Source: an optimization exercise on an open RTL-to-GDS flow (aim: small area, a short achievable clock period and few clock cycles). Production flows keep margins and buffers that such runs may drop. The RTL was checked by simulation tests, not by an equivalence proof against the original design.

==> flow/design.v (outline; a module is shown in full before it is edited, if it fits) <==
// module BoothMul64x18: 1770 lines
// module MulFA: 4 lines
// module MulHA: 4 lines
// module RegisterFile: 19 lines
// module RdBit32: 15 lines
// module RfAoi222: 3 lines
// module RfAoi22: 3 lines
// module RfNand4: 3 lines
// module RfNand3: 3 lines
// module RfOr3: 3 lines
// module XmmRegisterFile: 19 lines
// module Riscv: 550 lines
module Riscv(
  input clk,
  input reset,
  input [31:0] instr,
  input [31:0] mem_read_data,
  output [31:0] instr_addr,
  output [31:0] data_addr,
  output should_read_mem,
  output should_write_mem,
  output [31:0] mem_write_data
);
  // ...
==> flow/flow/run.sh <==
#!/bin/bash
set -euo pipefail
export SETUP_SLACK_MARGIN=46.8
bash standard.sh > standard.log 2>&1
==> flow/standard.sh <==
#!/bin/bash
# synth_recipe.tcl (not shown) runs the flow's synth.tcl, then flattens the netlist and writes it again
# the make line also repeats each setting of config.mk as NAME=value (left out here)
make -C /OpenROAD-flow-scripts/flow DESIGN_CONFIG=/design/flow/config.mk WORK_HOME=/design/flow/orfs CLKGATE_MAP_FILE= SYNTH_SCRIPT=/design/flow/synth_recipe.tcl "${@:-finish}"
==> flow/config.mk <==
export PLATFORM = sky130hd
export DESIGN_NAME = Riscv
export DESIGN_NICKNAME = Riscv
export VERILOG_FILES = /design/flow/design.v
export SDC_FILE = /design/flow/constraint.sdc
export NUM_CORES = 8
export LEC_CHECK = 0
export CAP_MARGIN = 20
export CORE_MARGIN = 2
export CORE_UTILIZATION = 30
export CTS_CLUSTER_DIAMETER = 100
export CTS_CLUSTER_SIZE = 20
export PLACE_DENSITY = 0.45
export SLEW_MARGIN = 20
export SYNTH_HIERARCHICAL = 1
export SYNTH_MINIMUM_KEEP_SIZE = 0
==> flow/constraint.sdc <==
create_clock -name core_clock -period 60.0 [get_ports {clk}]
set_input_delay 12.0000 -clock core_clock [delete_from_list [all_inputs] [get_ports {clk}]]
set_output_delay 12.0000 -clock core_clock [all_outputs]
set_load 0.01 [all_outputs]
==> key figures, run 1 <==
Placed design
  • Dpl hpwl: 895000 µm
  • Pre-CTS setup slack: between 40 and 50 ns

Layout
  • Nonclk buf count: between 1000 and 1500
  • Multi-input gate area: 108000 µm²
  • Max reg flops: 2048
  • Number of fill cells in the layout: ~74000
  • Final antenna diode count: about 170
  • Nonclk inv count: 475
  • Seq area share: 44.2%

Die
  • Tap cell count: 9858
  • Core box area: 740000 µm²
  • Initial Util: 30.1%
  • Total die area: 749000 µm²

Setup path
  • RR Startpoint: sel2[3]
  • Critical path, cell by cell: buf_8 > buf_6
  • Worst EP required: 48.00 ns

Detailed routing
  • Via/cell ratio: 6.65
  • DR top layer: met5
  • Vias post-DR: 198069
  • DR pass1 iterations: 13
  • Metal2 WL: approximately 560000 µm
  • Wire per inst: 43.4 µm
  • Remaining antenna violation count: 0

Global route
  • Grt total ovfl: 0
  • Global Route Usage Sum: between 30% and 40%
  • Routing usage on met2: 49.4%

Hold path
  • Hold Startpoint: m_cvt
  • Hold Path Class: register to register
  • Hold Path Sink: w_cvt

Synthesis
  • Complex-gate fraction of the synthesized area: 21.5%
  • Synthesized cell area: roughly 220000 µm²
  • Count leader, synth: edfxtp_1
  • Synth cell types: 127
  • Synth cell count leaders: edfxtp_1 (3430), a222oi_1 (1941), nor2_1 (1218)
  • Post-synthesis adder-cell area fraction: between 8 and 9%

Timing
  • WHS: 0.365 ns
  • Fin crit share: 22.8%
  • Final WS setup: 46.33 ns
  • Rel. slew slack: 7.62%
  • Final Max Slew Viols: 0
  • Slew at the pin closest to its max-slew limit: 1.38 ns
  • Setup TNS: 0 ns

Outcome
  • Status: finished clean
Testbench counts, summed over its fixed seeds: cycles 104,016.
==> module Riscv, before the edit <==
module Riscv(
  input clk,
  input reset,
  input [31:0] instr,
  input [31:0] mem_read_data,
  output [31:0] instr_addr,
  output [31:0] data_addr,
  output should_read_mem,
  output should_write_mem,
  output [31:0] mem_write_data
);
  localparam [63:0] NAN  = 64'h8000000000000000;
  localparam [63:0] PINF = 64'h7fffffffffffffff;
  localparam [63:0] NINF = 64'h8000000000000001;
  reg [31:0] pc;                  
  reg [31:0] ir;                  
  reg [31:0] xpc;                 
  reg        xv;                  
  reg        xhit0, xhit1;        
  reg [11:0] bt_tag0, bt_tag1;
  reg [11:0] bt_tgt0, bt_tgt1;
  reg        bt_v0, bt_v1;
  reg        bt_lru;              
  reg [31:0] sel1, sel2;          
  reg i_load, i_flw, i_opimm, i_auipc, i_store, i_fsw, i_op, i_lui, i_br, i_jalr, i_jal;
  reg f_add, f_sub, f_mul, f_div, f_sgn, f_mm, f_cmp, f_cvtws, f_cvtsw, f_mvxw, f_mvwx;
  reg use_x1, use_x2, use_f1, use_f2, wr_x, wr_f, is_mul, alu_sub;
  reg        m_wi, m_wx;          
  reg        m_late;              
  reg        m_ld;                
  reg        m_cvt;               
  reg [4:0]  m_rd;
  reg [63:0] m_res;
  reg [31:0] m_addr;
  reg [31:0] m_wdata;
  reg        m_rd_mem, m_wr_mem;
  reg        m_fmt;               
  reg        m_mes;               
  reg        m_afmt;              
  reg        m_ainf, m_asame, m_asign;
  reg        w_wi, w_wx, w_cvt;
  reg [4:0]  w_rd;
  reg [63:0] w_data;
  reg [32*32-1:0] xq;
  reg [31:0]      xvalid;
  reg [32*64-1:0] fq;
  reg [31:0]      fvalid;
  reg [1:0]  mul_ph;
  reg [64:0] mul_pl;
  reg        d_pa, d_pc;          
  reg        d_busy, d_done;
  reg [5:0]  d_cnt;
  reg [62:0] d_r;                 
  reg [62:0] d_b;                 
  reg [63:0] d_nq;                
  reg        d_neg;
  assign instr_addr       = pc;
  assign data_addr        = m_addr;
  assign mem_write_data   = m_wdata;
  assign should_read_mem  = m_rd_mem;
  assign should_write_mem = m_wr_mem;
  function [64:0] add64;
    input [63:0] x, y;
    input c;
    reg [63:0] g, p, gg, pp;
    reg [64:0] cy;
    integer i, d;
    begin
      g = x & y;
      p = x ^ y;
      gg = g;
      pp = p;
      gg[0] = g[0] | (p[0] & c);
      for (d = 1; d < 64; d = d * 2)
        for (i = 2*d - 1; i < 64; i = i + 2*d) begin
          gg[i] = gg[i] | (pp[i] & gg[i-d]);
          pp[i] = pp[i] & pp[i-d];
        end
      for (d = 16; d >= 1; d = d / 2)
        for (i = 3*d - 1; i < 64; i = i + 2*d) begin
          gg[i] = gg[i] | (pp[i] & gg[i-d]);
          pp[i] = pp[i] & pp[i-d];
        end
      cy[0] = c;
      for (i = 0; i < 64; i = i + 1)
        cy[i+1] = gg[i];
      add64 = {cy[64], p ^ cy[63:0]};
    end
  endfunction
  function [6:0] lzc64;
    input [63:0] v;
    reg [63:0] zr, zn;
    reg [6*64-1:0] cr, cn;
    integer l, g;
    begin
      zr = ~v;
      cr = 0;
      for (l = 0; l < 6; l = l + 1) begin
        zn = 0;
        cn = 0;
        for (g = 0; g < (32 >> l); g = g + 1) begin
          zn[g] = zr[2*g+1] & zr[2*g];
          cn[6*g +: 6] = zr[2*g+1] ? (cr[6*(2*g) +: 6] | (6'd1 << l)) : cr[6*(2*g+1) +: 6];
        end
        zr = zn;
        cr = cn;
      end
      lzc64 = {zr[0], cr[5:0]};
    end
  endfunction
  wire [4:0] n_op = instr[6:2];
  wire [4:0] n_f5 = instr[31:27];
  wire [4:0] n_rd = instr[11:7];
  wire n_load  = n_op == 5'h00;
  wire n_flw   = n_op == 5'h01;
  wire n_opimm = n_op == 5'h04;
  wire n_auipc = n_op == 5'h05;
  wire n_store = n_op == 5'h08;
  wire n_fsw   = n_op == 5'h09;
  wire n_op_   = n_op == 5'h0c;
  wire n_lui   = n_op == 5'h0d;
  wire n_fp    = n_op == 5'h14;
  wire n_br    = n_op == 5'h18;
  wire n_jalr  = n_op == 5'h19;
  wire n_jal   = n_op == 5'h1b;
  wire n_fadd  = n_fp & (n_f5 == 5'h00);
  wire n_fsub  = n_fp & (n_f5 == 5'h01);
  wire n_fmul  = n_fp & (n_f5 == 5'h02);
  wire n_fdiv  = n_fp & (n_f5 == 5'h03);
  wire n_fsgn  = n_fp & (n_f5 == 5'h04);
  wire n_fmm   = n_fp & (n_f5 == 5'h05);
  wire n_fcmp  = n_fp & (n_f5 == 5'h14);
  wire n_cvtws = n_fp & (n_f5 == 5'h18);
  wire n_cvtsw = n_fp & (n_f5 == 5'h1a);
  wire n_mvxw  = n_fp & (n_f5 == 5'h1c);
  wire n_mvwx  = n_fp & (n_f5 == 5'h1e);
  wire n_fbin  = n_fadd | n_fsub | n_fmul | n_fdiv | n_fsgn | n_fmm | n_fcmp;
  wire [2:0] f3  = ir[14:12];
  wire [4:0] rd  = ir[11:7];
  wire [4:0] rs1 = ir[19:15];
  wire [4:0] rs2 = ir[24:20];
  wire m1 = m_rd == rs1;
  wire m2 = m_rd == rs2;
  wire w1 = w_rd == rs1;
  wire w2 = w_rd == rs2;
  wire haz = (m_late & m_wi & ((use_x1 & m1) | (use_x2 & m2)))
           | (m_late & m_wx & ((use_f1 & m1) | (use_f2 & m2)))
           | (w_cvt & ((use_f1 & w1) | (use_f2 & w2)));
  wire [31:0] rf_x1, rf_x2;
  wire [63:0] rf_f1, rf_f2;
  RegisterFile xrf(.q(xq), .s1(sel1 & xvalid), .s2(sel2 & xvalid), .rd1(rf_x1), .rd2(rf_x2));
  XmmRegisterFile frf(.q(fq), .s1(sel1 & fvalid), .s2(sel2 & fvalid), .rd1(rf_f1), .rd2(rf_f2));
  wire        m_aovf = m_ainf | (m_asame & (m_asign != m_res[63]));
  wire        m_sat  = (m_afmt & m_aovf) | (m_fmt & (m_res[63] != m_mes));
  wire        m_satp = m_afmt ? m_res[63] : m_mes;
  wire [63:0] m_val  = m_sat ? (m_satp ? PINF : NINF) : m_res;
  wire [31:0] x1 = (m_wi & m1) ? m_val[31:0] : (w_wi & w1) ? w_data[31:0] : rf_x1;
  wire [31:0] x2 = (m_wi & m2) ? m_val[31:0] : (w_wi & w2) ? w_data[31:0] : rf_x2;
  wire [63:0] a  = (m_wx & m1) ? m_val : (w_wx & w1) ? w_data : rf_f1;
  wire [63:0] b  = (m_wx & m2) ? m_val : (w_wx & w2) ? w_data : rf_f2;
  wire [31:0] imm_i = {{20{ir[31]}}, ir[31:20]};
  wire [31:0] imm_s = {{20{ir[31]}}, ir[31:25], ir[11:7]};
  wire [31:0] imm_b = {{20{ir[31]}}, ir[7], ir[30:25], ir[11:8], 1'b0};
  wire [31:0] imm_j = {{12{ir[31]}}, ir[19:12], ir[20], ir[30:21], 1'b0};
  wire [31:0] imm_u = {ir[31:12], 12'b0};
  wire [31:0] bop = (i_op | i_br) ? x2 : (i_store | i_fsw) ? imm_s : imm_i;
  wire [64:0] alu_sx  = add64({32'b0, x1}, {32'b0, bop ^ {32{alu_sub}}}, alu_sub);
  wire [31:0] alu_sum = alu_sx[31:0];
  wire        alu_ltu = !alu_sx[32];
  wire        alu_eq  = alu_sum == 32'b0;
  wire        alu_lt  = (x1[31] ^ bop[31]) ? x1[31] : alu_sum[31];
  wire        sh_left = f3 == 3'b001;
  wire        sh_fill = ir[30] & x1[31] & !sh_left;
  wire [31:0] sh_in, sh_out, sh_rev;
  genvar gi;
  generate
    for (gi = 0; gi < 32; gi = gi + 1) begin : rv
      assign sh_in[gi]  = sh_left ? x1[31 - gi] : x1[gi];
      assign sh_rev[gi] = sh_out[31 - gi];
    end
  endgenerate
  wire [63:0] sh_x = {{32{sh_fill}}, sh_in} >> bop[4:0];
  assign sh_out = sh_x[31:0];
  wire [63:0] mul_p;
  wire [80:0] mul_t;
  reg [31:0] alu_res;
  always @* begin
    case (f3)
      3'b000: alu_res = !is_mul ? alu_sum :                   
                        (mul_ph == 2'd0) ? mul_t[47:16] : mul_t[31:0];
      3'b001: alu_res = sh_rev;
      3'b010: alu_res = {31'b0, alu_lt};
      3'b011: alu_res = {31'b0, alu_ltu};
      3'b100: alu_res = x1 ^ bop;
      3'b101: alu_res = sh_out;
      3'b110: alu_res = x1 | bop;
      default: alu_res = x1 & bop;
    endcase
  end
  wire [64:0] tgt_sx  = add64({32'b0, xpc}, {32'b0, i_br ? imm_b : i_jal ? imm_j : imm_u}, 1'b0);
  wire [31:0] tgt_sum = tgt_sx[31:0];
  reg br_taken;
  always @* begin
    case (f3)
      3'b000: br_taken = alu_eq;
      3'b001: br_taken = !alu_eq;
      3'b100: br_taken = alu_lt;
      3'b101: br_taken = !alu_lt;
      3'b110: br_taken = alu_ltu;
      3'b111: br_taken = !alu_ltu;
      default: br_taken = 1'b0;
    endcase
  end
  wire a_sign = a[63];
  wire b_sign = b[63];
  wire a_zero = a[62:0] == 63'b0;
  wire b_zero = b[62:0] == 63'b0;
  wire a_nan  = a_sign & a_zero;
  wire b_nan  = b_sign & b_zero;
  wire a_inf  = (a == PINF) | (a == NINF);    
  wire b_inf  = (b == PINF) | (b == NINF);
  wire        sgn_flip = f3[1] ? b_sign : (a_sign ^ b_sign);
  wire        add_sub = f_sub | f_cmp | f_mm | (f_sgn & sgn_flip) | (f_div & (!d_done | d_neg));
  wire [63:0] add_a   = (f_div | f_sgn) ? 64'b0 : a;
  wire [63:0] add_b   = ((f_div & d_done) ? d_nq : ((f_div & d_pa) | f_sgn) ? a : b) ^ {64{add_sub}};
  wire [64:0] add_sx  = add64(add_a, add_b, add_sub);
  wire [63:0] add_sum = add_sx[63:0];
  wire add_bs  = f_sub ? (b_zero ? b_sign : !b_sign) : b_sign;
  wire add_nan = a_nan | b_nan | (a_inf & b_inf);
  wire [63:0] add_res = add_nan ? NAN : add_sum;       
  wire [63:0] mul_a = is_mul ? {16'b0, x1, 16'b0} : a;
  reg  [17:0] mul_b;
  always @* begin
    case (mul_ph)
      2'd0:    mul_b = {2'b00, is_mul ? x2[15:0] : b[15:0]};
      2'd1:    mul_b = {2'b00, is_mul ? x2[31:16] : b[31:16]};
      2'd2:    mul_b = {2'b00, b[47:32]};
      default: mul_b = {b[63], b[63], b[63:48]};
    endcase
  end
  BoothMul64x18 mul(.a(mul_a), .bm(mul_b), .acc(mul_ph == 2'd0 ? 65'b0 : mul_pl), .t(mul_t));
  assign mul_p = mul_t[63:0];
  wire mul_es  = (a_sign ^ b_sign) & !a_zero & !b_zero;
  wire mul_special = a_zero | b_zero | a_inf | b_inf;
  wire [63:0] mul_spec_res = (a_nan | b_nan | (a_inf & b_inf)) ? NAN :
                             (a_inf | b_inf) ? (mul_es ? PINF : NINF) : 64'b0;
  wire [63:0] sgn_res = (f3[1:0] == 2'b11) ? 64'b0 : add_sum;
  wire f_lt = (a_sign ^ b_sign) ? a_sign : add_sum[63];
  wire f_eq = add_sum == 64'b0;
  reg f_cmpr;
  always @* begin
    case (f3[1:0])
      2'b00: f_cmpr = f_lt | f_eq;
      2'b01: f_cmpr = f_lt;
      2'b10: f_cmpr = f_eq;
      default: f_cmpr = 1'b0;
    endcase
  end
  wire [63:0] mm_res = (f_lt ^ f3[0]) ? a : b;
  wire [62:0] div_au = a_sign ? add_sum[62:0] : a[62:0];
  wire [62:0] div_bu = b_sign ? add_sum[62:0] : b[62:0];
  wire div_special = a_nan | b_nan | a_zero | b_zero | a_inf | b_inf;
  wire [63:0] div_spec_res = (a_nan | b_nan | b_zero | (a_inf & b_inf)) ? NAN : a_inf ? a : 64'b0;
  wire [63:0] div_res = div_special ? div_spec_res : add_sum;
  wire cs_sign = !ir[20] & x1[31];
  wire cs_ovf  = cs_sign ? !((x1[31:15] == 17'h1ffff) & (x1[14:0] != 15'b0)) : (x1[31:15] != 17'b0);
  wire [63:0] cvtsw_res = cs_ovf ? (cs_sign ? NINF : PINF) : {x1[15:0], 48'b0};
  wire a_pinf = a == PINF;
  wire a_ninf = a == NINF;
  wire [31:0] cvt_u32 = (a_nan | a_pinf) ? 32'b0 : a_ninf ? 32'h7fffffff :
                        a_sign ? 32'b0 : {16'b0, a[63:48]};
  wire [31:0] cvt_i32 = a_nan ? 32'b0 : a_pinf ? 32'h80000000 : a_ninf ? 32'h7fffffff :
                        {{16{a_sign}}, a[63:48]};
  wire [63:0] fp_in = i_fsw ? b : a;
  wire        fp_sign = fp_in[63];
  wire        fp_pinf = fp_in == PINF;
  wire        fp_ninf = fp_in == NINF;
  wire [63:0] fp_u = fp_sign ? -fp_in : fp_in;
  wire [62:0] fn0 = fp_u[62:0];
  wire [6:0]  fp_lzc = lzc64({fn0, 1'b1});
  wire [5:0]  fz = fp_lzc[5:0];
  wire [62:0] fn1 = fz[5] ? {fn0[30:0], 32'b0} : fn0;
  wire [62:0] fn2 = fz[4] ? {fn1[46:0], 16'b0} : fn1;
  wire [62:0] fn3 = fz[3] ? {fn2[54:0], 8'b0} : fn2;
  wire [62:0] fn4 = fz[2] ? {fn3[58:0], 4'b0} : fn3;
  wire [62:0] fn5 = fz[1] ? {fn4[60:0], 2'b0} : fn4;
  wire [62:0] fn6 = fz[0] ? {fn5[61:0], 1'b0} : fn5;
  wire [7:0] fp_exp = (fn0 != 63'b0) ? 8'd141 - {2'b0, fz} : 8'd0;
  wire [31:0] fp32 = (fp_in == NAN)                    ? 32'h7fc00000 :
                     (i_fsw ? fp_pinf : fp_ninf)       ? 32'h7f800000 :
                     (i_fsw ? fp_ninf : fp_pinf)       ? 32'hff800000 :
                                                         {fp_sign, fp_exp, fn6[61:39]};
  wire [63:0] fpu_res = (f_add | f_sub) ? add_res :
                        f_mul           ? (mul_special ? mul_spec_res : mul_p) :   
                        f_div           ? div_res :
                        f_sgn           ? sgn_res :
                        f_mm            ? mm_res :
                                          cvtsw_res;
  wire [31:0] fpu_ires = f_cmp   ? {31'b0, f_cmpr} :
                         f_cvtws ? (ir[20] ? cvt_i32 : cvt_u32) :
                                   fp32;
  wire div_wait = f_div & !div_special & !d_done;
  wire mul_wait = (f_mul & !mul_special & (mul_ph != 2'd3)) | (is_mul & (mul_ph != 2'd1) & (x2[31:16] != 16'b0));
  wire stall    = xv & (haz | div_wait | mul_wait);
  wire commit   = xv & !stall;
  wire d_idle   = !d_pa & !d_pc & !d_busy & !d_done;
  wire launch   = xv & f_div & !div_special & !haz & d_idle;
  wire x_taken  = i_jal | i_jalr | (i_br & br_taken);
  wire [31:0] target = i_jalr ? alu_sum : tgt_sum;
  wire [31:0] xpc4 = xpc + 32'd4;
  wire xpred    = xhit0 | xhit1;
  wire mispred  = xpred ? (!x_taken | (target != pc)) : x_taken;
  wire redirect = commit & mispred;
  wire [31:0] next_pc = x_taken ? target : xpc4;
  wire f_hit0 = bt_v0 & (bt_tag0 == pc[13:2]);
  wire f_hit1 = bt_v1 & (bt_tag1 == pc[13:2]) & !f_hit0;
  wire [31:0] ires = (i_opimm | i_op) ? alu_res :
                     i_auipc          ? tgt_sum :
                     i_lui            ? imm_u :
                     (i_jal | i_jalr) ? xpc4 :
                     f_mvwx           ? x1 :
                                        fpu_ires;
  wire [63:0] xres = wr_f & !f_mvwx ? fpu_res : {32'b0, ires};
  always @(posedge clk or posedge reset) begin
    if (reset)
      xv <= 1'b0;
    else if (!stall)
      xv <= !redirect;
  end
  always @(posedge clk) begin
    if (reset)
      pc <= 32'b0;
    else if (!stall)
      pc <= redirect ? next_pc : f_hit0 ? {pc[31:14], bt_tgt0, 2'b00} :
            f_hit1 ? {pc[31:14], bt_tgt1, 2'b00} : pc + 32'd4;
  end
  always @(posedge clk) begin
    if (!stall) begin
      xhit0 <= f_hit0;
      xhit1 <= f_hit1;
    end
  end
  always @(posedge clk or posedge reset) begin
    if (reset) begin
      bt_v0  <= 1'b0;
      bt_v1  <= 1'b0;
      bt_lru <= 1'b0;
    end else if (commit & (i_br | i_jal | i_jalr | xpred)) begin
      if (x_taken) begin
        if (xhit0 | (!xhit1 & !bt_lru)) begin
          bt_v0  <= 1'b1;
          bt_lru <= 1'b1;
        end else begin
          bt_v1  <= 1'b1;
          bt_lru <= 1'b0;
        end
      end else begin
        if (xhit0) bt_v0 <= 1'b0;
        if (xhit1) bt_v1 <= 1'b0;
      end
    end
  end
  always @(posedge clk) begin
    if (commit & (i_br | i_jal | i_jalr | xpred) & x_taken) begin
      if (xhit0 | (!xhit1 & !bt_lru)) begin
        bt_tag0 <= xpc[13:2];
        bt_tgt0 <= target[13:2];
      end else begin
        bt_tag1 <= xpc[13:2];
        bt_tgt1 <= target[13:2];
      end
    end
  end
  integer k;
  always @(posedge clk) begin
    if (!stall) begin
      ir  <= instr;
      xpc <= pc;
      for (k = 0; k < 32; k = k + 1) begin
        sel1[k] <= instr[19:15] == k;
        sel2[k] <= instr[24:20] == k;
      end
      i_load  <= n_load;
      i_flw   <= n_flw;
      i_opimm <= n_opimm;
      i_auipc <= n_auipc;
      i_store <= n_store;
      i_fsw   <= n_fsw;
      i_op    <= n_op_;
      i_lui   <= n_lui;
      i_br    <= n_br;
      i_jalr  <= n_jalr;
      i_jal   <= n_jal;
      f_add   <= n_fadd;
      f_sub   <= n_fsub;
      f_mul   <= n_fmul;
      f_div   <= n_fdiv;
      f_sgn   <= n_fsgn;
      f_mm    <= n_fmm;
      f_cmp   <= n_fcmp;
      f_cvtws <= n_cvtws;
      f_cvtsw <= n_cvtsw;
      f_mvxw  <= n_mvxw;
      f_mvwx  <= n_mvwx;
      use_x1  <= n_load | n_flw | n_store | n_fsw | n_opimm | n_op_ | n_br | n_jalr | n_cvtsw | n_mvwx;
      use_x2  <= n_store | n_op_ | n_br;
      use_f1  <= n_fbin | n_cvtws | n_mvxw;
      use_f2  <= n_fbin | n_fsw;
      wr_x    <= (n_load | n_opimm | n_auipc | n_op_ | n_lui | n_jal | n_jalr | n_fcmp | n_cvtws | n_mvxw) & (n_rd != 5'd0);
      wr_f    <= n_flw | n_fadd | n_fsub | n_fmul | n_fdiv | n_fsgn | n_fmm | n_cvtsw | n_mvwx;
      is_mul  <= n_op_ & (instr[14:12] == 3'b000) & instr[25];
      alu_sub <= n_br | ((n_op_ | n_opimm) & (instr[14:13] == 2'b01))
               | (n_op_ & (instr[14:12] == 3'b000) & instr[30] & !instr[25]);
    end
  end
  always @(posedge clk or posedge reset) begin
    if (reset) begin
      m_wi <= 1'b0; m_wx <= 1'b0; m_late <= 1'b0; m_ld <= 1'b0; m_cvt <= 1'b0;
      m_fmt <= 1'b0; m_afmt <= 1'b0;
    end else begin
      m_wi     <= commit & wr_x;
      m_wx     <= commit & wr_f;
      m_late   <= commit & (i_load | i_flw | f_mvwx);
      m_ld     <= commit & (i_load | i_flw);
      m_cvt    <= commit & (i_flw | f_mvwx);
      m_fmt    <= commit & f_mul & !mul_special;
      m_afmt   <= commit & (f_add | f_sub) & !add_nan;
    end
  end
  always @(posedge clk) begin
    m_rd_mem <= commit & (i_load | i_flw);
    m_wr_mem <= commit & (i_store | i_fsw);
    m_rd    <= rd;
    m_res   <= xres;
    m_addr  <= alu_sum;
    m_wdata <= i_fsw ? fp32 : x2;
    m_mes   <= mul_es;
    m_ainf  <= a_inf | b_inf;
    m_asame <= a_sign == add_bs;
    m_asign <= a_sign;
  end
  always @(posedge clk or posedge reset) begin
    if (reset) begin
      w_wi <= 1'b0; w_wx <= 1'b0; w_cvt <= 1'b0;
    end else begin
      w_wi  <= m_wi;
      w_wx  <= m_wx;
      w_cvt <= m_cvt;
    end
  end
  always @(posedge clk) begin
    w_rd   <= m_rd;
    w_data <= m_ld ? {32'b0, mem_read_data} : m_val;
  end
  wire        wc_sign = w_data[31];
  wire [7:0]  wc_exp  = w_data[30:23];
  wire [22:0] wc_man  = w_data[22:0];
  wire        wc_nan  = (wc_exp == 8'd255) & (wc_man != 23'b0);
  wire        wc_inf  = wc_exp >= 8'd142;
  wire        wc_zero = wc_exp < 8'd79;         
  wire [7:0]  wc_sh   = 8'd142 - wc_exp;        
  wire [63:0] wc_abs  = {1'b1, wc_man, 40'b0} >> wc_sh[5:0];
  wire [63:0] wc_val  = wc_sign ? -wc_abs : wc_abs;
  wire [63:0] w_conv  = wc_nan  ? NAN :
                        wc_inf  ? (wc_sign ? NINF : PINF) :
                        wc_zero ? 64'b0 :
                                  wc_val;
  wire [63:0] w_fdata = w_cvt ? w_conv : w_data;
  always @(posedge clk) begin
    for (k = 1; k < 32; k = k + 1)
      if (w_wi && w_rd == k) xq[k*32 +: 32] <= w_data[31:0];
    for (k = 0; k < 32; k = k + 1)
      if (w_wx && w_rd == k) fq[k*64 +: 64] <= w_fdata;
  end
  always @(posedge clk or posedge reset) begin
    if (reset) begin
      xvalid <= 32'b0;
      fvalid <= 32'b0;
    end else begin
      for (k = 1; k < 32; k = k + 1)
        if (w_wi && w_rd == k) xvalid[k] <= 1'b1;
      for (k = 0; k < 32; k = k + 1)
        if (w_wx && w_rd == k) fvalid[k] <= 1'b1;
    end
  end
  always @(posedge clk or posedge reset) begin
    if (reset)
      mul_ph <= 2'd0;
    else if (xv & !haz & mul_wait)
      mul_ph <= mul_ph + 2'd1;
    else if (commit)
      mul_ph <= 2'd0;
  end
  always @(posedge clk)
    mul_pl <= mul_t[80:16];
  wire       d_zin = d_cnt < 6'd24;           
  wire       d_n1  = d_nq[63] & !d_zin;
  wire       d_n2  = d_nq[62] & !d_zin;
  wire [63:0] d_t1 = d_pc ? {1'b0, d_r} : {d_r, d_n1};
  wire [64:0] d_s1 = add64(d_t1, {1'b1, ~d_b}, 1'b1);
  wire        d_g1 = d_s1[64];
  wire [62:0] d_r1 = d_g1 ? d_s1[62:0] : d_t1[62:0];
  wire [63:0] d_t2 = {d_r1, d_n2};
  wire [64:0] d_s2 = add64(d_t2, {1'b1, ~d_b}, 1'b1);
  wire        d_g2 = d_s2[64];
  wire [62:0] d_r2 = d_g2 ? d_s2[62:0] : d_t2[62:0];
  always @(posedge clk or posedge reset) begin
    if (reset) begin
      d_pa   <= 1'b0;
      d_pc   <= 1'b0;
      d_busy <= 1'b0;
      d_done <= 1'b0;
      d_cnt  <= 6'd0;
    end else if (launch) begin
      d_pa <= 1'b1;
    end else if (d_pa) begin
      d_pa <= 1'b0;
      d_pc <= 1'b1;
    end else if (d_pc) begin
      d_pc   <= 1'b0;
      d_busy <= 1'b1;
      d_cnt  <= d_g1 ? 6'd55 : 6'd31;
    end else if (d_busy) begin
      d_cnt <= d_cnt - 6'd1;
      if (d_cnt == 6'd0) begin
        d_busy <= 1'b0;
        d_done <= 1'b1;
      end
    end else if (commit) begin
      d_done <= 1'b0;
    end
  end
  always @(posedge clk) begin
    if (launch) begin
      d_b   <= div_bu;
      d_neg <= a_sign ^ b_sign;
    end else if (d_pa) begin
      d_r   <= {16'b0, div_au[62:16]};
      d_nq  <= {div_au[15:0], 48'b0};
    end else if (d_pc) begin
      if (d_g1) begin                         
        d_r  <= 63'b0;
        d_nq <= {1'b0, d_r[46:0], d_nq[63:48]};
      end
    end else if (d_busy) begin
      d_r  <= d_r2;
      d_nq <= {d_nq[61:0], d_g1, d_g2};
    end
  end
endmodule
==> run 2: changes to the inputs <==
--- a/flow/design.v
+++ b/flow/design.v
@@ -1864,2 +1864,3 @@
   reg [31:0] pc;                  
+  reg [31:0] pc_n;                
   reg [31:0] ir;                  
@@ -1905,3 +1906,3 @@
   reg        d_neg;
-  assign instr_addr       = pc;
+  assign instr_addr       = ~pc_n;
   assign data_addr        = m_addr;
@@ -2178,8 +2179,12 @@
   end
+  wire [31:0] pc_next = redirect ? next_pc : f_hit0 ? {pc[31:14], bt_tgt0, 2'b00} :
+                        f_hit1 ? {pc[31:14], bt_tgt1, 2'b00} : pc + 32'd4;
   always @(posedge clk) begin
-    if (reset)
-      pc <= 32'b0;
-    else if (!stall)
-      pc <= redirect ? next_pc : f_hit0 ? {pc[31:14], bt_tgt0, 2'b00} :
-            f_hit1 ? {pc[31:14], bt_tgt1, 2'b00} : pc + 32'd4;
+    if (reset) begin
+      pc   <= 32'b0;
+      pc_n <= 32'hffffffff;
+    end else if (!stall) begin
+      pc   <= pc_next;
+      pc_n <= ~pc_next;
+    end
   end
==> flow/flow/run.sh (replaced) <==
#!/bin/bash
set -euo pipefail
export SETUP_SLACK_MARGIN=47.0
bash standard.sh > standard.log 2>&1
--- a/flow/config.mk
+++ b/flow/config.mk
@@ -7,3 +7,3 @@
 export LEC_CHECK = 0
-export CAP_MARGIN = 20
+export CAP_MARGIN = 40
 export CORE_MARGIN = 2
@@ -13,3 +13,3 @@
 export PLACE_DENSITY = 0.45
-export SLEW_MARGIN = 20
+export SLEW_MARGIN = 40
 export SYNTH_HIERARCHICAL = 1
==> run 2 against run 1 <==
- still clean
- final area grew 0.93%
- die area hardly changed
- critical endpoint is now instr_addr[4]
==> key figures, run 2 <==
Setup path
  • Worst-path fanout max: 2
  • Critical Path Source Type: register
  • Critical path, cell by cell: inv_2 > buf_6
  • Worst EP required: 48.00 ns (about the same)
  • R2R setup slack: 47.12 ns
  • CP Buf/Inv Count: 2
  • R2R cell count: 41
  • Reg2Reg Capture Point: m_res[26]
  • Critical Path Stages: 2
  • Crit. End Element: output pin
  • RR Startpoint: sel2[11]
  • Worst path top cell family by delay: flip-flops
  • Worst setup startpoint: pc_n[4]
  • Setup crit end: instr_addr[4]
  • CP Data Arrival Time: between 1.5 and 2 ns
  • Largest stage delay, worst path: 0.33 ns
  • Setup Crit Path Kind: register to output pin
  • CP max stage cell: dfxtp_2

Global route
  • Vias in the first global route: 184687
  • Initial antenna violation count: 206
  • Global Route Usage Sum: 32.2% (-0.71 points)
  • Grt total ovfl: 0 (unchanged)
  • First-pass GRT wire length: 1680000 µm
  • Largest net degree at the start of global routing: 121

Timing
  • Fin crit share: 22.6% (-0.16 points)
  • Final Max Slew Viols: 0 (unchanged)
  • Slew at the pin closest to its max-slew limit: 1.11 ns (-0.270 ns)
  • Setup violations, final: 0
  • RSZ-0062 raised after global routing: true
  • Worst Skew: 0.105 ns
  • Post-layout min period: 13.58 ns
  • Setup TNS: 0 ns (unchanged)
  • Rel. slew slack: 25.7% (+18 points)
  • Hold Violations, Final: 0
  • Fmax: 0.0737 GHz

Die
  • Top Ports: 164
  • Core box area: 741000 µm² (about the same)
  • FP Rows: approximately 320
  • Total die area: 750000 µm² (about the same)
  • Die Ht: about 870 µm
  • Die Span X: 866 µm
  • Initial Util: 30.1% (about the same)

Clocking
  • Hold_buf cts: 0
  • CTS max path bufs: 4
  • Worst-path clk slew: roughly 0.090 ns
  • Clock Sinks: 3856
  • Number of buffers created by CTS: roughly 240
  • CTS tree: done
  • H-Tree Depth: 4
  • Clock root buffer: clkbuf_16
  • Worst-Skew Late Latency: ~1.1 ns

Synthesis
  • Asr flop ratio synth: 2.31%
  • Yosys top cell area share: 46.2%
  • Synth cell count leaders: edfxtp_1 (3430), a222oi_1 (1943), nor2_1 (1178)
  • Top cells by area, synth: edfxtp_1 (46%), a222oi_1 (8.7%), fa_1 (5.6%)
  • Synth cell types: 134 (+5.5%)
  • Share of the yosys chip area belonging to registers: around half
  • Synth Warn #: 71
  • Post-synthesis instance total: 18942
  • #FFs+latches synth: 3856
  • Count leader, synth: edfxtp_1
  • Ys flop type: edfxtp_1
  • Synthesized area per cell: 11.8 µm²
  • Synthesized cell area: 223000 µm² (about the same)
  • Post-synth EDFFs: about 3400
  • Area leader, netlist: edfxtp_1

Layout
  • Max reg flops: 2048 (unchanged)
  • Area Growth Syn to Fin: 14.4%
  • Largest Register: fq
  • Fin area: 255000 µm²
  • Multi-input gate area: 109000 µm² (+0.46%)
  • Most frequent cells in the layout: edfxtp_1 (3430), a222oi_1 (1943), nand2_1 (1097), nor2_1 (1063), a21oi_1 (1023)
  • Most common cell after layout, fill and taps aside: edfxtp_1
  • Number of fill cells in the layout: 73750 (-0.61%)
  • Fin nets: between 20000 and 25000
  • Layout cells sized above 1: between 10% and 20%
  • Register Area: approximately 110000 µm²
  • Top flop regs: fq: 2048 flops, xq: 992 flops, mul_pl: 65 flops

Outcome
  • Status: finished clean

Detailed routing
  • M1 WL: 477000 µm
  • Wire per inst: 42.5 µm (-2.1%)
  • Drt first-iter violations: 37610
  • Post-Route WL: roughly 1300000 µm
  • Via/cell ratio: 6.62 (-0.46%)
  • DR pass1 iterations: 13 (unchanged)
  • DR top layer: met5
  • Vias post-DR: 196821 (-0.63%)
  • DRC violations left: 0
  • Metal2 WL: 540000 µm (-2.8%)
  • Remaining antenna violation count: 0 (unchanged)
  • Metal3 WL: around 150000 µm

Placed design
  • Port buffer count: 161
  • GP Congestion: 1.06
  • Dpl cell area: 245000 µm²
  • Dpl hpwl: 878000 µm (-1.9%)

Flow run
  • Max-Cap Viols: 0

Hold path
  • Hold Path Class: register to register
-- run 2: changes by cell type after synthesis, sizes merged, moves of 36 or more --
cell / delta
o21ai: -157
a21oi: +70
xnor2: +56
nand3: -54
o21a: -41
a22oi: +40
nor2: -37
xor2: -36
-- run 2: timing repair --
| action | in CTS | in global routing |
|---|---|---|
| endpoints found under the hold margin | 0 | 0 |
| pin swaps | 14 | 40 |
| resized for setup | 678 | 194 |
| setup buffers | 44 | 26 |
| cloned | 7 | 2 |
| endpoints found under the setup margin | 406 | 341 |
-- run 2: worst min-delay path by stage --
stage	start	to	slack [ns]	depth (start not counted)
after floorplan	m_cvt	w_cvt	0.33	0
after global placement	m_cvt	w_cvt	0.35	0
after detailed placement	m_cvt	w_cvt	0.34	0
after CTS	m_cvt	w_cvt	0.37	0
after global routing	m_cvt	w_cvt	0.38	0
final	m_cvt	w_cvt	0.36	0
-- run 2: per-layer routing --
| layer | track usage [%] | up-vias |
|---|---|---|
| li1 | - | 78376 |
| met1 | 40.7 | 101101 |
| met2 | 47.8 | 14194 |
| met3 | 9.87 | 3072 |
| met4 | 20.2 | 78 |
| met5 | 0.279 | - |
-- run 2: area by class of cell --
cell class,count,share of cell area (%)
timing repair buffer,1350,4.71
inverter,495,0.745
antenna,144,0.141
sequential,3856,44.0
multi-input combinational,13629,42.7
clock buffer,328,2.56
tap,9858,4.84
clock inverter,62,0.345
-- run 2: per-module statistics from Yosys (local to each module, per instance), a selection --
module,cell area (µm²),copies in the design,cells inside
Riscv,170000,1,13114
MulHA,12.5,69,1
RfAoi222,10.0,1920,1
RfNand3,5.00,192,1
RfNand4,6.26,384,1
RfOr3,6.26,192,1
MulFA,20.0,500,1
RfAoi22,12.5,192,1
BoothMul64x18,16100,1,2379
-- run 2: logic make-up after synthesis --
family                     synth area share (%)
buffers and inverters                      2.82
and+or+nand+nor                            10.0
xor gates and xnor gates                   4.28
muxes                                      2.78
AOI/OAI and AO/OA                          21.5
adders and majority gates                  8.35
other                                   0.00168
DFF                                        50.2
-- run 2: stage by stage --
stage	hold slack (ns)	setup slack [ns]	cells	util [%]
after floorplan	0.331	45.84	19069	-
after global placement	0.346	44.06	29016	32.8
after detailed placement	0.345	44.47	29098	33.1
after CTS	0.367	46.37	29539	34.2
after global routing	0.379	46.38	29611	34.4
final	0.360	46.42	29722	34.4
Testbench counts of run 2, summed over its fixed seeds: cycles 104,016.
==> run 3: changes to the inputs <==
--- a/flow/config.mk
+++ b/flow/config.mk
@@ -12,3 +12,3 @@
 export CTS_CLUSTER_SIZE = 20
-export PLACE_DENSITY = 0.45
+export PLACE_DENSITY = 0.6
 export SLEW_MARGIN = 40
==> run 3 against run 2 <==
- hold slack gained 0.011 ns
- global-route usage shrank 1.5 points
- count of clock-buffer cells in the layout decreased by 10
- area after synthesis did not move
- wire length down 4.1%
- first-iteration DRC count up 15%
- setup slack better by 0.030 ns
==> key figures, run 3 <==
Layout
  • Non-filler cells, final: 29676 (-0.15%)
  • Most frequent cells in the layout: edfxtp_1 (3430), a222oi_1 (1943), nand2_1 (1095), nor2_1 (1080), a21oi_1 (1030)
  • Fin area: 254000 µm² (-0.25%)
  • Layout cells sized above 1: 14.6% (-0.45 points)
  • Fin nets: 20731 (-0.12%)
  • Max reg flops: 2048 (unchanged)
  • Area Growth Syn to Fin: 14.1%
  • Most common cell after layout, fill and taps aside: edfxtp_1
  • Top flop regs: fq: 2048 flops, xq: 992 flops, mul_pl: 65 flops
  • Final core occ: 34.3% (-0.086 points)
  • Largest Register: fq

Synthesis
  • Count leader, synth: edfxtp_1
  • Area leader, netlist: edfxtp_1
  • Top cells by area, synth: edfxtp_1 (46%), a222oi_1 (8.7%), fa_1 (5.6%)
  • Ys flop type: edfxtp_1
  • Asr flop ratio synth: 2.31% (unchanged)
  • Synth cell types: 134 (unchanged)
  • Yosys top cell area share: 46.2% (unchanged)
  • Post-synthesis instance total: 18942 (unchanged)
  • Synth cell count leaders: edfxtp_1 (3430), a222oi_1 (1943), nor2_1 (1178)
  • Synth Warn #: 71 (unchanged)
  • Post-synth EDFFs: 3430 (unchanged)
  • #FFs+latches synth: 3856 (unchanged)
  • Share of the yosys chip area belonging to registers: 50.2% (unchanged)
  • Synthesized area per cell: 11.8 µm² (unchanged)
  • Synthesized cell area: 223000 µm² (unchanged)

Die
  • FP Rows: 316 (unchanged)
  • Top Ports: 164 (unchanged)
  • Die Ht: 866 µm (unchanged)
  • Initial Util: 30.1% (unchanged)
  • Core box area: 741000 µm² (unchanged)
  • Total die area: 750000 µm² (unchanged)
  • Die Span X: 866 µm (unchanged)

Placed design
  • Port buffer count: 161 (unchanged)
  • Dpl cell area: 244000 µm² (-0.22%)
  • Dpl hpwl: 836000 µm (-4.7%)
  • Placed Cells: 29057 (-0.14%)
  • GP Congestion: 1.04 (-1.6%)

Setup path
  • Worst EP required: 48.00 ns (about the same)
  • RR Startpoint: sel1[19]
  • Setup Crit Path Kind: register to output pin
  • Largest stage delay, worst path: 0.33 ns (about the same)
  • R2R setup slack: 46.80 ns (-0.32 ns)
  • R2R cell count: 50 (+22%)
  • Crit. End Element: output pin
  • CP Data Arrival Time: 1.54 ns (-0.04 ns)
  • Reg2Reg Capture Point: m_res[20]
  • CP Buf/Inv Count: 2 (unchanged)
  • Critical path, cell by cell: inv_4 > buf_6
  • Worst-path fanout max: 2 (unchanged)
  • Worst path top cell family by delay: flip-flops
  • CP max stage cell: dfxtp_2
  • Critical Path Source Type: register

Detailed routing
  • M1 WL: 426000 µm (-11%)
  • Drt first-iter violations: 43070 (+15%)
  • DRC violations left: 0 (unchanged)
  • Remaining antenna violation count: 0 (unchanged)
  • Metal2 WL: 501000 µm (-7.2%)
  • Post-Route WL: 1210000 µm (-4.1%)
  • Metal3 WL: 171000 µm (+14%)
  • Wire per inst: 40.8 µm (-3.9%)
  • DR top layer: met5
  • Via/cell ratio: 6.73 (+1.6%)
  • Vias post-DR: 199712 (+1.5%)
  • DR pass1 iterations: 14 (+1)

Timing
  • Setup TNS: 0 ns (unchanged)
  • Fin crit share: 22.6% (-0.051 points)
  • RSZ-0062 raised after global routing: true
  • WHS: 0.371 ns (+0.0111 ns)
  • Worst Skew: 0.157 ns (+0.0521 ns)
  • Hold Violations, Final: 0 (unchanged)
  • Final Max Slew Viols: 0 (unchanged)
  • Setup violations, final: 0 (unchanged)
  • Fmax: 0.0738 GHz (+0.23%)
  • Post-layout min period: 13.54 ns (-0.0305 ns)
  • Rel. slew slack: 22.1% (-3.6 points)
  • Slew at the pin closest to its max-slew limit: 1.16 ns (+0.0500 ns)

Flow run
  • Max-Cap Viols: 0 (unchanged)

Clocking
  • Worst-Skew Late Latency: 1.13 ns (+0.02 ns)
  • CTS max path bufs: 4 (unchanged)
  • Worst-path clk slew: 0.09 ns (about the same)
  • H-Tree Depth: 4 (unchanged)
  • Hold_buf cts: 0 (unchanged)
  • CTS tree: done
  • Clock root buffer: clkbuf_16
  • Clock Sinks: 3856 (unchanged)
  • Number of buffers created by CTS: 237 (-2.9%)

Hold path
  • Hold Path Class: register to register
  • Hold Path Sink: w_cvt
  • Hold Startpoint: m_cvt
  • Worst hold stages: 0 (unchanged)

Global route
  • Initial antenna violation count: 183 (-11%)
  • Vias in the first global route: 186175 (+0.81%)
  • Largest net degree at the start of global routing: 111 (-8.3%)
  • Global Route Usage Sum: 30.6% (-1.5 points)
  • Grt total ovfl: 0 (unchanged)
  • First-pass GRT wire length: 1610000 µm (-3.9%)

Outcome
  • Status: finished clean
## run 3: cell counts after synthesis
Identical to the previous run, type by type.
## run 3: routing by layer
| layer | track usage [%] | up-vias |
|---|---|---|
| met5 | 0.108 | - |
| met4 | 22.8 | 90 |
| met3 | 10.3 | 4111 |
| met2 | 44.5 | 17373 |
| met1 | 37.7 | 99865 |
| li1 | - | 78273 |
## run 3: worst max path at each step
stage | from | endpoint | slack [ns] | depth (start not counted)
2_1_floorplan | reset | pc[15] | 45.84 | 4
3_3_place_gp | sel2[18] | m_res[20] | 43.14 | 50
3_5_place_dp | sel2[18] | m_res[20] | 43.58 | 50
4_1_cts | pc_n[22] | instr_addr[22] | 46.41 | 2
5_1_grt | pc_n[11] | instr_addr[11] | 46.42 | 2
6_report | pc_n[29] | instr_addr[29] | 46.46 | 2
## run 3: cell type report
cell class / count / area, µm²
fill: 73187 / 486000
sequential: 3856 / 112000
multi-input combinational: 13628 / 109000
tap: 9858 / 12300
timing repair buffer: 1334 / 11700
clock buffer: 318 / 6290
inverter: 495 / 1890
clock inverter: 44 / 666
antenna: 143 / 358
## run 3: logic make-up after synthesis
| kind of cell | share of synthesized area, % |
|---|---|
| fa+ha+maj | 8.35 |
| compound gates | 21.5 |
| flops | 50.2 |
| mux | 2.78 |
| xor+xnor | 4.28 |
| buf+inv | 2.82 |
| simple gates | 10.0 |
| other cells | 0.00168 |
## run 3: what timing repair did
item                                    CTS  global route
endpoints found under the setup margin  298           289
cloned                                    8             8
setup buffers                            46            34
pin swaps                                23            40
resized for setup                       709           159
## run 3: per-module statistics from Yosys, one instance, submodules excluded, a selection
| module | times used | cell area [µm²] | cells inside |
|---|---|---|---|
| BoothMul64x18 | 1 | 16100 | 2379 |
| RfOr3 | 192 | 6.26 | 1 |
| RfNand4 | 384 | 6.26 | 1 |
| RfNand3 | 192 | 5.00 | 1 |
| MulHA | 69 | 12.5 | 1 |
| MulFA | 500 | 20.0 | 1 |
| RfAoi22 | 192 | 12.5 | 1 |
| RfAoi222 | 1920 | 10.0 | 1 |
| Riscv | 1 | 170000 | 13114 |
## run 3: metrics by stage
| step | worst slack [ns] |
|---|---|
| floorplan | 45.84 |
| global placement | 43.14 |
| detailed placement | 43.58 |
| CTS | 46.41 |
| global route | 46.42 |
| finish | 46.46 |
==> run 4: changes to the inputs <==
--- a/flow/config.mk
+++ b/flow/config.mk
@@ -12,3 +12,3 @@
 export CTS_CLUSTER_SIZE = 20
-export PLACE_DENSITY = 0.6
+export PLACE_DENSITY = 0.7
 export SLEW_MARGIN = 40
==> run 4 against run 3 <==
- critical endpoint is now instr_addr[15]
- sequential share of layout area shrank 0.076 points
- global-route usage shrank 0.46 points
- via count grew 2.3%
- die area is the same
- critical path depth is the same
==> key figures, run 4 <==
Die
  • Die Span X: 866 µm (unchanged)
  • Total die area: 750000 µm² (unchanged)
  • Die Ht: 866 µm (unchanged)
  • Core box area: 741000 µm² (unchanged)
  • Initial Util: 30.1% (unchanged)
  • FP Rows: 316 (unchanged)
  • Top Ports: 164 (unchanged)

Clocking
  • Worst-path clk slew: 0.09 ns (about the same)
  • H-Tree Depth: 4 (unchanged)
  • Worst-Skew Late Latency: 1.12 ns (about the same)
  • CTS max path bufs: 4 (unchanged)
  • Clock root buffer: clkbuf_16
  • CTS tree: done
  • Number of buffers created by CTS: 235 (-0.84%)
  • Hold_buf cts: 0 (unchanged)
  • Clock Sinks: 3856 (unchanged)

Setup path
  • Critical Path Source Type: register
  • Worst-path fanout max: 2 (unchanged)
  • Critical path, cell by cell: inv_2 > buf_6
  • Largest stage delay, worst path: 0.33 ns (about the same)
  • Worst EP required: 48.00 ns (about the same)
  • CP max stage cell: dfxtp_2
  • Setup Crit Path Kind: register to output pin
  • CP Data Arrival Time: 1.58 ns (+0.04 ns)
  • Crit. End Element: output pin
  • R2R cell count: 36 (-28%)
  • R2R setup slack: 46.80 ns (about the same)
  • RR Startpoint: fvalid[10]
  • Reg2Reg Capture Point: m_res[62]

Flow run
  • Max-Cap Viols: 0 (unchanged)

Layout
  • Fin nets: 20786 (+0.27%)
  • Max reg flops: 2048 (unchanged)
  • Most frequent cells in the layout: edfxtp_1 (3430), a222oi_1 (1943), nand2_1 (1095), nor2_1 (1094), buf_4 (1029)
  • Largest Register: fq
  • Most common cell after layout, fill and taps aside: edfxtp_1
  • Final core occ: 34.4% (+0.067 points)
  • Number of fill cells in the layout: 72308 (-1.2%)
  • Top flop regs: fq: 2048 flops, xq: 992 flops, mul_pl: 65 flops
  • Layout cells sized above 1: 14.8% (+0.23 points)
  • Area Growth Syn to Fin: 14.3%
  • Non-filler cells, final: 29746 (+0.24%)

Hold path
  • Worst hold stages: 0 (unchanged)
  • Hold Startpoint: m_cvt
  • Hold Path Sink: w_cvt
  • Hold Path Class: register to register

Synthesis
  • Post-synth EDFFs: 3430 (unchanged)
  • Yosys top cell area share: 46.2% (unchanged)
  • Count leader, synth: edfxtp_1
  • Share of the yosys chip area belonging to registers: 50.2% (unchanged)
  • Synthesized cell area: 223000 µm² (unchanged)
  • Synthesized area per cell: 11.8 µm² (unchanged)
  • #FFs+latches synth: 3856 (unchanged)
  • Top cells by area, synth: edfxtp_1 (46%), a222oi_1 (8.7%), fa_1 (5.6%)
  • Synth cell count leaders: edfxtp_1 (3430), a222oi_1 (1943), nor2_1 (1178)
  • Area leader, netlist: edfxtp_1
  • Ys flop type: edfxtp_1
  • Post-synthesis instance total: 18942 (unchanged)
  • Synth cell types: 134 (unchanged)
  • Synth Warn #: 71 (unchanged)
  • Asr flop ratio synth: 2.31% (unchanged)

Detailed routing
  • Wire per inst: 40.3 µm (-1.3%)
  • Vias post-DR: 204350 (+2.3%)
  • DR pass1 iterations: 17 (+3)
  • Via/cell ratio: 6.87 (+2.1%)
  • Remaining antenna violation count: 0 (unchanged)
  • Drt first-iter violations: 49477 (+15%)
  • DRC violations left: 0 (unchanged)
  • Post-Route WL: 1200000 µm (-1.0%)

Global route
  • Layer with the highest usage: met2
  • Routing usage on met2: 42.1% (-2.4 points)
  • Met3 Use GR: 13.5% (+3.2 points)
  • Initial antenna violation count: 203 (+11%)
  • Largest net degree at the start of global routing: 122 (+9.9%)
  • Grt met1 use: 35.9% (-1.8 points)
  • First-pass GRT wire length: 1600000 µm (-0.87%)
  • Global Route Usage Sum: 30.2% (-0.46 points)
  • Grt total ovfl: 0 (unchanged)
  • Vias in the first global route: 187573 (+0.75%)

Outcome
  • Status: finished clean

Placed design
  • Placed Cells: 29045 (-0.041%)
  • GP Congestion: 1.11 (+6.4%)
  • Port buffer count: 161 (unchanged)
  • Pre-CTS setup slack: 44.84 ns (+1.26 ns)
  • Dpl hpwl: 820000 µm (-2.0%)

Timing
  • WHS: 0.363 ns (-0.00787 ns)
  • RSZ-0062 raised after global routing: true
  • Setup violations, final: 0 (unchanged)
  • Post-layout min period: 13.58 ns (+0.0334 ns)
  • Slew at the pin closest to its max-slew limit: 1.12 ns (-0.0453 ns)
  • Final Max Slew Viols: 0 (unchanged)
  • Final WS setup: 46.42 ns (-0.0334 ns)
  • Fmax: 0.0736 GHz (-0.25%)
  • Fin crit share: 22.6% (+0.056 points)
  • Rel. slew slack: 25.7% (+3.6 points)
  • Setup TNS: 0 ns (unchanged)
  • Worst Skew: 0.147 ns (-0.0100 ns)
  • Hold Violations, Final: 0 (unchanged)
run 4: final cells by class:
cell class / count / area [µm²] / share of cell area [%]
Tap cell: 9858 / 12300 / 4.84
Antenna cell: 143 / 358 / 0.140
Clock inverter: 44 / 659 / 0.259
Clock buffer: 331 / 6260 / 2.46
Timing Repair Buffer: 1376 / 12000 / 4.73
Multi-Input combinational cell: 13643 / 109000 / 42.8
Inverter: 495 / 1890 / 0.741
Sequential cell: 3856 / 112000 / 44.0
run 4: kinds of logic after synthesis:
family	after synthesis	share of synthesized area, %
flip-flops	3856	50.2
XOR/XNOR	1083	4.28
buffers and inverters	1589	2.82
AO/OA/AOI/OAI	6180	21.5
AND/OR/NAND/NOR	4542	10.0
other	1	0.00168
multiplexers	578	2.78
adder cells (fa/ha/maj)	1113	8.35
run 4: metal layers:
metal	vias to the layer above	part of all wire [%]
li1	78482	-
met3	4968	17
met1	100316	33
met2	20480	40
met4	104	10
met5	-	0.16
run 4: metrics by stage:
stage	cell area, µm²
after global routing	255000
final	255000
after detailed placement	244000
after CTS	252000
after floorplan	223000
after global placement	243000
run 4: timing repair:
action / CTS / global route
setup endpoints to repair: 354 / 353
hold endpoints to repair: 0 / 0
buffers inserted: 60 / 69
pin swaps: 25 / 49
gates cloned: 14 / 12
resized for setup: 665 / 204
run 4: worst max-delay path: cells and delay by family (launching register included):
family | cells | cell delay (ns)
flip-flops | 1 | 0.33
buffers and inverters | 2 | 0.18
run 4: how the worst max path moves through the flow:
stage                     cells after the start  startpoint             end
after global placement                       49      ir[21]       m_res[11]
after floorplan                               4       reset          pc[15]
after global routing                          2    pc_n[15]  instr_addr[15]
final                                         2    pc_n[15]  instr_addr[15]
after detailed placement                     49    sel2[15]       m_res[27]
after CTS                                     2    pc_n[15]  instr_addr[15]
run 4: per-module statistics from Yosys, one instance, submodules excluded, excerpt:
module | cell area (µm²) | times used | flip-flops and latches | cells inside
MulHA | 12.5 | 69 | 0 | 1
MulFA | 20.0 | 500 | 0 | 1
RfAoi222 | 10.0 | 1920 | 0 | 1
RfOr3 | 6.26 | 192 | 0 | 1
RfNand3 | 5.00 | 192 | 0 | 1
Riscv | 170000 | 1 | 3856 | 13114
RfAoi22 | 12.5 | 192 | 0 | 1
BoothMul64x18 | 16100 | 1 | 0 | 2379
RfNand4 | 6.26 | 384 | 0 | 1
==> run 5: changes to the inputs <==
--- a/flow/config.mk
+++ b/flow/config.mk
@@ -7,3 +7,3 @@
 export LEC_CHECK = 0
-export CAP_MARGIN = 40
+export CAP_MARGIN = 30
 export CORE_MARGIN = 2
@@ -12,4 +12,4 @@
 export CTS_CLUSTER_SIZE = 20
-export PLACE_DENSITY = 0.7
-export SLEW_MARGIN = 40
+export PLACE_DENSITY = 0.6
+export SLEW_MARGIN = 30
 export SYNTH_HIERARCHICAL = 1
==> run 5 against run 4 <==
- still clean on timing, DRC and antenna
- via count fell by 2.3%
- setup slack improved by 0.025 ns
- utilization fell by 0.14 points
- maximum frequency rose by 0.19%
- final area fell by 0.41%
- global-route usage rose by 0.49 points
- largest cell class unchanged
- sequential share of layout area rose by 0.17 points
- clock skew rose by 0.0016 ns
- synthesized cell count did not move
- highest routed layer unchanged
==> key figures, run 5 <==
Timing
  • Worst Skew: 0.149 ns (+0.00165 ns)
  • Fin crit share: 22.6% (-0.042 points)
  • Slew at the pin closest to its max-slew limit: 1.35 ns (+0.237 ns)
  • Post-layout min period: 13.55 ns (-0.0251 ns)
  • Rel. slew slack: 9.82% (-16 points)
  • Fmax: 0.0738 GHz (+0.19%)
  • Setup TNS: 0 ns (unchanged)
  • RSZ-0062 raised after global routing: true
  • Setup violations, final: 0 (unchanged)
  • Hold Violations, Final: 0 (unchanged)
  • Final Max Slew Viols: 0 (unchanged)

Global route
  • Global Route Usage Sum: 30.7% (+0.49 points)
  • Largest net degree at the start of global routing: 111 (-9.0%)
  • First-pass GRT wire length: 1610000 µm (+0.94%)
  • Grt total ovfl: 0 (unchanged)
  • Initial antenna violation count: 181 (-11%)
  • Vias in the first global route: 185963 (-0.86%)

Layout
  • Top flop regs: fq: 2048 flops, xq: 992 flops, mul_pl: 65 flops
  • Most frequent cells in the layout: edfxtp_1 (3430), a222oi_1 (1943), nand2_1 (1097), nor2_1 (1084), buf_4 (1073)
  • Max reg flops: 2048 (unchanged)
  • Fin nets: 20744 (-0.20%)
  • Largest Register: fq
  • Area Growth Syn to Fin: 13.8%
  • Layout cells sized above 1: 14.4% (-0.35 points)
  • Non-filler cells, final: 29722 (-0.081%)
  • Most common cell after layout, fill and taps aside: edfxtp_1

Clocking
  • Worst-Skew Late Latency: 1.13 ns (about the same)
  • CTS tree: done
  • H-Tree Depth: 4 (unchanged)
  • CTS max path bufs: 4 (unchanged)
  • Clock root buffer: clkbuf_16
  • Worst-path clk slew: 0.09 ns (about the same)
  • Number of buffers created by CTS: 235 (unchanged)
  • Clock Sinks: 3856 (unchanged)

Detailed routing
  • Vias post-DR: 199592 (-2.3%)
  • Post-Route WL: 1210000 µm (+1.1%)
  • DRC violations left: 0 (unchanged)
  • Via/cell ratio: 6.72 (-2.2%)
  • Remaining antenna violation count: 0 (unchanged)
  • Drt first-iter violations: 42414 (-14%)
  • Wire per inst: 40.8 µm (+1.2%)
  • DR pass1 iterations: 14 (-3)

Setup path
  • Worst path top cell family by delay: flip-flops
  • Critical Path Source Type: register
  • Setup Crit Path Kind: register to output pin
  • Worst-path fanout max: 2 (unchanged)
  • CP Data Arrival Time: 1.55 ns (-0.03 ns)
  • Crit. End Element: output pin
  • Critical path, cell by cell: inv_4 > buf_6
  • Largest stage delay, worst path: 0.34 ns (about the same)
  • Worst EP required: 48.00 ns (about the same)
  • CP max stage cell: dfxtp_2
  • CP Buf/Inv Count: 2 (unchanged)

Die
  • Die Span X: 866 µm (unchanged)
  • Core box area: 741000 µm² (unchanged)
  • Initial Util: 30.1% (unchanged)
  • Top Ports: 164 (unchanged)
  • FP Rows: 316 (unchanged)
  • Die Ht: 866 µm (unchanged)
  • Total die area: 750000 µm² (unchanged)

Synthesis
  • Top cells by area, synth: edfxtp_1 (46%), a222oi_1 (8.7%), fa_1 (5.6%)
  • Post-synthesis instance total: 18942 (unchanged)
  • Share of the yosys chip area belonging to registers: 50.2% (unchanged)
  • Count leader, synth: edfxtp_1
  • Area leader, netlist: edfxtp_1
  • Post-synth EDFFs: 3430 (unchanged)
  • Asr flop ratio synth: 2.31% (unchanged)
  • Synthesized area per cell: 11.8 µm² (unchanged)
  • Synth cell types: 134 (unchanged)
  • Yosys top cell area share: 46.2% (unchanged)
  • Synth Warn #: 71 (unchanged)
  • Synthesized cell area: 223000 µm² (unchanged)
  • Synth cell count leaders: edfxtp_1 (3430), a222oi_1 (1943), nor2_1 (1178)
  • #FFs+latches synth: 3856 (unchanged)
  • Ys flop type: edfxtp_1

Outcome
  • Status: finished clean

Placed design
  • Dpl hpwl: 835000 µm (+1.8%)
  • GP Congestion: 1.04 (-6.0%)
  • Placed Cells: 29051 (+0.021%)
  • Port buffer count: 161 (unchanged)

Flow run
  • Max-Cap Viols: 0 (unchanged)

Hold path
  • Hold Path Class: register to register
-- run 5: changes by cell type in the layout (fill, tap and decap cells not counted), sizes merged, moves of 3 or more --
cell      change
clkinvlp      +3
and2         -16
buf          -25
clkinv        +3
inv           -6
diode        +25
clkbuf       -12
-- run 5: final timing paths --
| kind | start | cells after the start | to | slack, ns |
|---|---|---|---|---|
| setup / recovery | pc_n[28] | 2 | instr_addr[28] | 46.45 |
| hold / removal | m_cvt | 0 | w_cvt | 0.38 |
| setup reg to reg | sel2[6] | 37 | m_res[22] | 46.88 |
| hold reg to reg | m_cvt | 0 | w_cvt | 0.38 |
| max in group asynchronous | reset | 4 | xvalid[12] | 47.07 |
| min in group asynchronous | reset | 3 | bt_v1 | 11.78 |
-- run 5: what timing repair did --
action,in CTS,in global routing
resized for setup,742,161
pin swaps,23,43
hold buffers,0,0
setup endpoints to repair,319,294
cloned,9,5
endpoints found under the hold margin,0,0
buffers inserted,50,64
-- run 5: per-layer routing --
metal,vias up,wire length (µm),global-route usage [%]
met5,-,646,0.00635
met3,4041,171000,10.3
met4,94,112000,22.7
met2,17184,502000,44.5
li1,78392,-,-
met1,99881,427000,37.9
-- run 5: kinds of logic (layout without fill, tap and decap cells) --
kind of cell	count (synthesis)	after routing	synth area share, %
and+or+nand+nor	4542	4547	10.0
DFF	3856	3856	50.2
other	1	296	0.00168
muxes	578	578	2.78
buffers and inverters	1589	2211	2.82
adders and majority gates	1113	1113	8.35
xor gates and xnor gates	1083	1083	4.28
AOI/OAI and AO/OA	6180	6180	21.5
-- run 5: metrics by stage --
stage | area, µm² | hold WS [ns] | setup slack, ns | utilization, %
2_1_floorplan | 223000 | 0.331 | 45.84 | -
3_5_place_dp | 244000 | 0.353 | 43.19 | 32.9
6_report | 254000 | 0.377 | 46.45 | 34.3
4_1_cts | 252000 | 0.383 | 46.41 | 34.0
3_3_place_gp | 243000 | 0.340 | 43.14 | 32.8
5_1_grt | 253000 | 0.394 | 46.41 | 34.2
-- run 5: modules after synthesis, one instance, submodules excluded, excerpt --
module / times used / flops+latches / cells inside / area [µm²]
RfAoi22: 192 / 0 / 1 / 12.5
RfNand3: 192 / 0 / 1 / 5.00
BoothMul64x18: 1 / 0 / 2379 / 16100
MulFA: 500 / 0 / 1 / 20.0
Riscv: 1 / 3856 / 13114 / 170000
RfOr3: 192 / 0 / 1 / 6.26
RfNand4: 384 / 0 / 1 / 6.26
MulHA: 69 / 0 / 1 / 12.5
RfAoi222: 1920 / 0 / 1 / 10.0
-- run 5: cell type report --
class / count / area (µm²)
Fill cell: 73257 / 487000
Sequential cell: 3856 / 112000
Multi-Input combinational cell: 13629 / 109000
Tap cell: 9858 / 12300
Timing Repair Buffer: 1348 / 11600
Clock buffer: 325 / 6270
Inverter: 495 / 1900
Clock inverter: 43 / 622
Antenna cell: 168 / 420
-- run 5: worst register-to-register path: cells and delay by family (launching register included) --
kind	cells	cell delay (ns)
adder cells (fa/ha/maj)	5	2.36
AO/OA/AOI/OAI	15	4.79
multiplexers	3	0.84
buffers and inverters	4	1.29
flip-flops	1	0.44
XOR/XNOR	2	0.40
AND/OR/NAND/NOR	8	2.79

port drivers added, routing unchanged:
The flow's constraints put no driver on any port. The routed layouts listed below were extracted and timed again, unchanged, in two steps.
Step 1 sets driving cells, clkbuf_16 on the clock port and buf_2 on the other inputs (assumed; they add their load-dependent delay and slew).
Step 2 times the ports against the registers' clock, not the clock port: input delays grow and output delays shrink by t, the midpoint of the rising clock arrivals with the driver on.
a / b / c = ideal ports / drivers / drivers and shift; a / b = the first two.
| run | shift t [ns] | slack for setup (ns) | hold WS [ns] | worst register clock-pin slew, ns | worst data-port slew with drivers (ns) |
|---|---|---|---|---|---|
| run 1 | 1.203 | 46.330 / 46.174 / 45.878 | 0.365 / 0.365 / 0.365 | 0.10 / 0.10 | 0.23 |
| run 2 | 1.202 | 46.425 / 46.290 / 45.978 | 0.360 / 0.360 / 0.360 | 0.10 / 0.10 | 0.19 |
| run 3 | 1.176 | 46.455 / 46.328 / 45.958 | 0.371 / 0.371 / 0.371 | 0.10 / 0.10 | 0.31 |
| run 4 | 1.183 | 46.422 / 46.285 / 46.003 | 0.363 / 0.363 / 0.363 | 0.11 / 0.11 | 0.37 |
| run 5 | 1.188 | 46.447 / 46.316 / 45.892 | 0.377 / 0.377 / 0.377 | 0.10 / 0.10 | 0.33 |
After both steps setup and hold are still met in every run listed. For run 5, which loses most, drivers alone change the setup slack by -0.131 ns; drivers and shift together by -0.555 ns.
